From an optimization exercise on the open Yosys and OpenROAD flow, aimed at small area; shortcuts taken in it are not production practice.
No activity file was given, so power comes from the tool's default toggle rates.

Setup of v4:
==> flow/design.v <==
`timescale 1ns / 1ps
module tile_hash_frontend (
    input  logic        clk,
    input  logic        rst_n,
    input  logic        vram_we,
    input  logic [12:0] vram_addr,
    input  logic [7:0]  vram_wdata,
    input  logic        cfg_enable,
    output logic        tile_done,
    output logic [8:0]  tile_index,
    output logic        hash_valid,
    output logic [15:0] hash_out
);
    logic [7:0]  tile_buffer [0:15];
    logic [15:0] written;
    logic [8:0]  cur_tile;
    logic        capture_in_progress;
    logic        streaming;
    logic        done;
    logic [3:0]  stream_index;
    logic [15:0] crc;
    wire cap_we  = cfg_enable & vram_we & ~(vram_addr[12] & vram_addr[11]);
    wire new_cap = cap_we & (~capture_in_progress | done |
                             (vram_addr[12:4] != cur_tile));
    always_ff @(posedge clk) begin
        for (int i = 0; i < 16; i++) begin
            if (cap_we && vram_addr[3:0] == 4'(i)) begin
                tile_buffer[i] <= vram_wdata;
                written[i]     <= 1'b1;
            end else if (new_cap) begin
                written[i]     <= 1'b0;
            end
        end
        if (new_cap)
            cur_tile <= vram_addr[12:4];
    end
    always_ff @(posedge clk or negedge rst_n) begin
        if (!rst_n)
            capture_in_progress <= 1'b0;
        else if (cap_we)
            capture_in_progress <= 1'b1;
        else if (done)
            capture_in_progress <= 1'b0;
    end
    wire start = ~streaming & ~done & capture_in_progress & (&written);
    wire last  = streaming & (&stream_index);
    always_ff @(posedge clk or negedge rst_n) begin
        if (!rst_n) begin
            streaming    <= 1'b0;
            done         <= 1'b0;
            stream_index <= 4'd0;
        end else begin
            streaming    <= start | (streaming & ~last);
            done         <= last;
            if (streaming)
                stream_index <= stream_index + 4'd1;
        end
    end
    logic [7:0] byte_in;
    always_comb begin
        byte_in = 8'h00;
        for (int i = 0; i < 16; i++)
            if (written[i] && stream_index == 4'(i))
                byte_in = byte_in | tile_buffer[i];
    end
    wire [7:0] t = crc[15:8] ^ byte_in;
    wire [7:0] x = t ^ {4'h0, t[7:4]};
    wire [15:0] crc_step = {crc[7:0], 8'h00} ^ {x[3:0], 12'h000} ^ {3'b000, x, 5'b00000} ^ {8'h00, x};
    always_ff @(posedge clk) begin
        crc <= streaming ? crc_step : 16'hFFFF;
    end
    assign tile_done  = done;
    assign hash_valid = done;
    assign tile_index = cur_tile;
    assign hash_out   = crc;
endmodule
export LEC_CHECK = 0
export CAP_MARGIN = 20
export CORE_MARGIN = 2
export CORE_UTILIZATION = 60
export SLEW_MARGIN = 20
create_clock -name core_clock -period 10.0 [get_ports {clk}]
standard.sh (not shown) runs the stock make flow with config.mk's settings and CLKGATE_MAP_FILE= SYNTH_SCRIPT=/design/flow/synth_recipe.tcl, a recipe that flattens the netlist after the stock synthesis.
==> flow/flow/run.sh <==
#!/bin/bash
# Layout flow: the standard flow (standard.sh) with these changes:
#  * after the standard synthesis, the combinational logic is re-mapped for
#    area with ABC (remap.ys / remap.abc); the registers are left exactly as
#    the standard synthesis made them (same instances, names and cells)
#  * port buffers are the smallest buffer (buf_1)
#  * CTS uses clkbuf_8 and inserts no dummy loads
# Each tool's output goes to its own log in this folder (and ORFS's logs).
set -euo pipefail
R=orfs/results/sky130hd/tile_hash_frontend/base
export BUFFER_PORTS_ARGS="-buffer_cell sky130_fd_sc_hd__buf_1"
export CTS_ARGS="-sink_clustering_enable -repair_clock_nets -buf_list {sky130_fd_sc_hd__clkbuf_8} -dont_use_dummy_load"

bash standard.sh synth > standard_synth.log 2>&1
cp $R/1_2_yosys.v standard_1_2_yosys.v
LIB=$FLOW_HOME/platforms/sky130hd/lib/sky130_fd_sc_hd__tt_025C_1v80.lib
FFS=$(grep -o "sky130_fd_sc_hd__[a-z0-9_]*" standard_1_2_yosys.v | sort -u | grep -E "__(df|edf|sdf|dl)" | tr '\n' ' ')
sed -e "s|@LIB@|$LIB|g" -e "s|@FFS@|$FFS|g" -e "s|@ABC@|$PWD/flow/remap.abc|g" \
    -e "s|@IN@|$PWD/standard_1_2_yosys.v|g" -e "s|@OUT@|$PWD/remapped.v|g" flow/remap.ys > remap_run.ys
yosys -l remap.log -s remap_run.ys > /dev/null 2>&1
cp remapped.v $R/1_2_yosys.v
touch $R/1_2_yosys.v
bash standard.sh > standard.log 2>&1
==> flow/flow/remap.abc <==
strash
dch
amap -F 50 -A 50
==> flow/flow/remap.ys <==
# Re-map the standard synthesis's combinational logic for area.
# Register cells (@FFS@) are kept as black boxes, so they stay as they are.
read_liberty -ignore_miss_func @LIB@
blackbox @FFS@
read_verilog @IN@
hierarchy -top tile_hash_frontend
flatten
opt_clean
tee -o remap_before.txt stat -liberty @LIB@
techmap
opt -fast
abc -liberty @LIB@ -dont_use *probe* -dont_use *lpflow* -dont_use *clkbuf* -dont_use *clkinv* -dont_use *dlygate* -dont_use *clkdly* -dont_use *buf_* -script @ABC@
opt_clean -purge
rename -enumerate
tee -o remap_after.txt stat -liberty @LIB@
write_verilog -noattr -noexpr @OUT@
Both conditions hold for v4: the flow ran to the end and the final layout passed the timing, DRC and antenna checks.
Relative to v4, the following input files were edited for v21:
- CAP_MARGIN: 20 -> 0
- SLEW_MARGIN: 20 -> 0
- GPL_TIMING_DRIVEN: unset -> 0
The flow for v21 finished, though final verification flagged max-capacitance violations, max-slew violations.
The wire length number comes out lower for v21 vs v4.
Any difference in post-route total power between v4 and v21 is small enough to ignore.
When the final numbers for v21 and v4 were put side by side, the global router's overall resource usage turned out to be greater in v4.
Re total routed wire length on the met1 layer: v4 was higher than v21.
Changes observed in v21 relative to v4: clock power did not really move; part of the power in registers went up; worst hold slack went down 0.0095 ns; non-clock buffer count in the final layout shows a reduction of 12.
Inputs modified between v21 and v22:
- removing GPL_TIMING_DRIVEN (formerly 0)
--- outcome ---
v22 finished every stage and its layout cleared the timing, DRC and antenna checks. The CTS clock-pin slew for the worst setup and hold paths on v22 is in line with that on v21. Compared with v21, v22 shows a final cycle utilization of the critical path that is 1.2 points lower. Count of flip-flops and latches: v22 vs v21 identical. Summary: with v21 as the reference, net total in the final layout in v22 moved up by a few percent. Compared v22 against v21; combinational share of power within noise.
Modified inputs, v15 compared to v22
- a change of CAP_MARGIN from 0 to 20
- a change of CORE_UTILIZATION from 60 to 40
- a change of SLEW_MARGIN from 0 to 20
==> flow/flow/run.sh <==
#!/bin/bash
cp standard.sh standard.sh.txt
export BUFFER_PORTS_ARGS="-buffer_cell sky130_fd_sc_hd__buf_1"
export CTS_ARGS="-sink_clustering_enable -repair_clock_nets -buf_list {sky130_fd_sc_hd__clkbuf_4 sky130_fd_sc_hd__clkbuf_8} -dont_use_dummy_load"
bash standard.sh > standard.log 2>&1
removed: flow/flow/remap.abc
removed: flow/flow/remap.ys
Results
Changes observed in v15 relative to v22: final cell count without fillers now larger; switching fraction of total power now smaller; wire length now larger; register-to-register slack now larger.
Clock skew essentially unchanged between v22 and v15.
Combinational share of power came out lower on v15 than on v22.
The capturing instance or port of the critical path comes out cur_tile[6] in one run and cur_tile[8] in the other, namely in v15 and v22 respectively.
Critical path startpoint: vram_addr[11] -> v22, vram_addr[9] -> v15
v15 vs. v22: final critical-path setup slack went up by 0.011 ns.
v15 vs v22 — slew of the pin with the lowest slew margin dropped 0.19 ns.
Setup changes, v15 to v41
==> flow/flow/run.sh <==
#!/bin/bash
cp standard.sh standard.sh.txt
export BUFFER_PORTS_ARGS="-buffer_cell sky130_fd_sc_hd__buf_1"
export CTS_ARGS="-sink_clustering_enable -repair_clock_nets -buf_list {sky130_fd_sc_hd__clkbuf_8} -sink_clustering_size 30 -sink_clustering_max_diameter 80 -dont_use_dummy_load"
bash standard.sh > standard.log 2>&1
[summary]
Per the comparison of v41 with v15, switching power share of the total closely matched the old numbers; complex-gate fraction of the synthesized area closely matched the old numbers; weighted congestion reported at the end of routability-driven placement closely matched the old numbers; area of the die closely matched the old numbers.
Between v15 and v41, the minimum period implied by the final worst setup slack figures differ only marginally.
Diff v15..v41 | area growth from synthesis to final layout | unchanged
On area taken by flip-flops and latches, v41 and v15 are basically level.
Reported for v41 and v15, final area turned out identical to the last digit.
v41 -> v15: proportion of register bits with asynchronous set or reset after synthesis delta 0, exact match
Any difference in fraction of power consumed by combinational cells between v41 and v15 is small enough to ignore.
Setup changes, v41 to v18
==> flow/flow/run.sh <==
#!/bin/bash
# Layout flow: the standard flow (standard.sh) with these changes:
#  * after the standard synthesis, the combinational logic is re-mapped for
#    area with ABC (remap.ys / remap.abc); the registers are left exactly as
#    the standard synthesis made them (same instances, names and cells)
#  * port buffers are the smallest buffer (buf_1)
#  * CTS uses clkbuf_8 and inserts no dummy loads
# Each tool's output goes to its own log in this folder (and ORFS's logs).
set -euo pipefail
R=orfs/results/sky130hd/tile_hash_frontend/base
export BUFFER_PORTS_ARGS="-buffer_cell sky130_fd_sc_hd__buf_1"
export CTS_ARGS="-sink_clustering_enable -repair_clock_nets -buf_list {sky130_fd_sc_hd__clkbuf_8} -dont_use_dummy_load"

bash standard.sh synth > standard_synth.log 2>&1
cp $R/1_2_yosys.v standard_1_2_yosys.v
LIB=$FLOW_HOME/platforms/sky130hd/lib/sky130_fd_sc_hd__tt_025C_1v80.lib
FFS=$(grep -o "sky130_fd_sc_hd__[a-z0-9_]*" standard_1_2_yosys.v | sort -u | grep -E "__(df|edf|sdf|dl)" | tr '\n' ' ')
sed -e "s|@LIB@|$LIB|g" -e "s|@FFS@|$FFS|g" -e "s|@ABC@|$PWD/flow/remap.abc|g" \
    -e "s|@IN@|$PWD/standard_1_2_yosys.v|g" -e "s|@OUT@|$PWD/remapped.v|g" flow/remap.ys > remap_run.ys
yosys -l remap.log -s remap_run.ys > /dev/null 2>&1
cp remapped.v $R/1_2_yosys.v
touch $R/1_2_yosys.v
bash standard.sh > standard.log 2>&1
==> flow/flow/remap.abc (new file) <==
strash
dch
amap -F 50 -A 50
==> flow/flow/remap.ys (new file) <==
# Re-map the standard synthesis's combinational logic for area.
# Register cells (@FFS@) are kept as black boxes, so they stay as they are.
read_liberty -ignore_miss_func @LIB@
blackbox @FFS@
read_verilog @IN@
hierarchy -top tile_hash_frontend
flatten
opt_clean
tee -o remap_before.txt stat -liberty @LIB@
techmap
opt -fast
abc -liberty @LIB@ -dont_use *probe* -dont_use *lpflow* -dont_use *clkbuf* -dont_use *clkinv* -dont_use *dlygate* -dont_use *clkdly* -dont_use *buf_* -script @ABC@
opt_clean -purge
rename -enumerate
tee -o remap_after.txt stat -liberty @LIB@
write_verilog -noattr -noexpr @OUT@
Findings:
Number of sequential cells in the layout came out exactly the same in v18 and v41. Count of fill cells added during filler insertion (v18 over v41): decrease, 52. vram_addr[9] as the startpoint of the most critical setup path was reported by v41, and vram_addr[11] by v18. Relative area change from synthesis to final layout in v18 is 3.9 points higher than in v41. Run comparison: v41 worst setup path endpoint cur_tile[6]; v18 worst setup path endpoint tile_buffer[0][6]. Routed wire length ends up lower on v41. The higher wire length of the first global-routing pass of v18 and v41 is in v18.
No run of this note included a check of the RTL's function; only the layout flow was run.

separate check: timing with driven ports:
In the flow no input, the clock included, has a driving cell. The finished layouts below were timed again as built, in two steps. Step 1 (the two cells are an assumption about what drives the block):
set clk [get_ports {clk}]
set_driving_cell -lib_cell sky130_fd_sc_hd__clkbuf_16 $clk
set_driving_cell -lib_cell sky130_fd_sc_hd__buf_2 [delete_from_list [all_inputs] $clk]
Step 2 also shifts input and output timing later by t, the mid clock arrival at the registers, as if the neighbouring blocks saw the same clock. Slacks: no drivers / after step 1 / after step 2; pairs: no drivers / after step 1.
run	t (ns)	setup WS [ns]	hold slack, ns	worst data-port slew with drivers (ns)
v4	0.477	6.448 / 6.463 / 5.986	0.491 / 0.491 / 0.491	0.03
v21	0.475	6.323 / 6.338 / 5.864	0.481 / 0.481 / 0.481	0.04
v22	0.475	6.438 / 6.451 / 5.977	0.491 / 0.491 / 0.491	0.03
v15	0.473	6.450 / 6.463 / 5.990	0.482 / 0.482 / 0.482	0.04
v41	0.473	6.450 / 6.463 / 5.990	0.482 / 0.482 / 0.482	0.04
v18	0.483	6.264 / 6.280 / 5.798	0.503 / 0.503 / 0.503	0.04
For v18, which loses most, drivers alone change the setup slack by +0.016 ns; drivers and shift together by -0.466 ns.
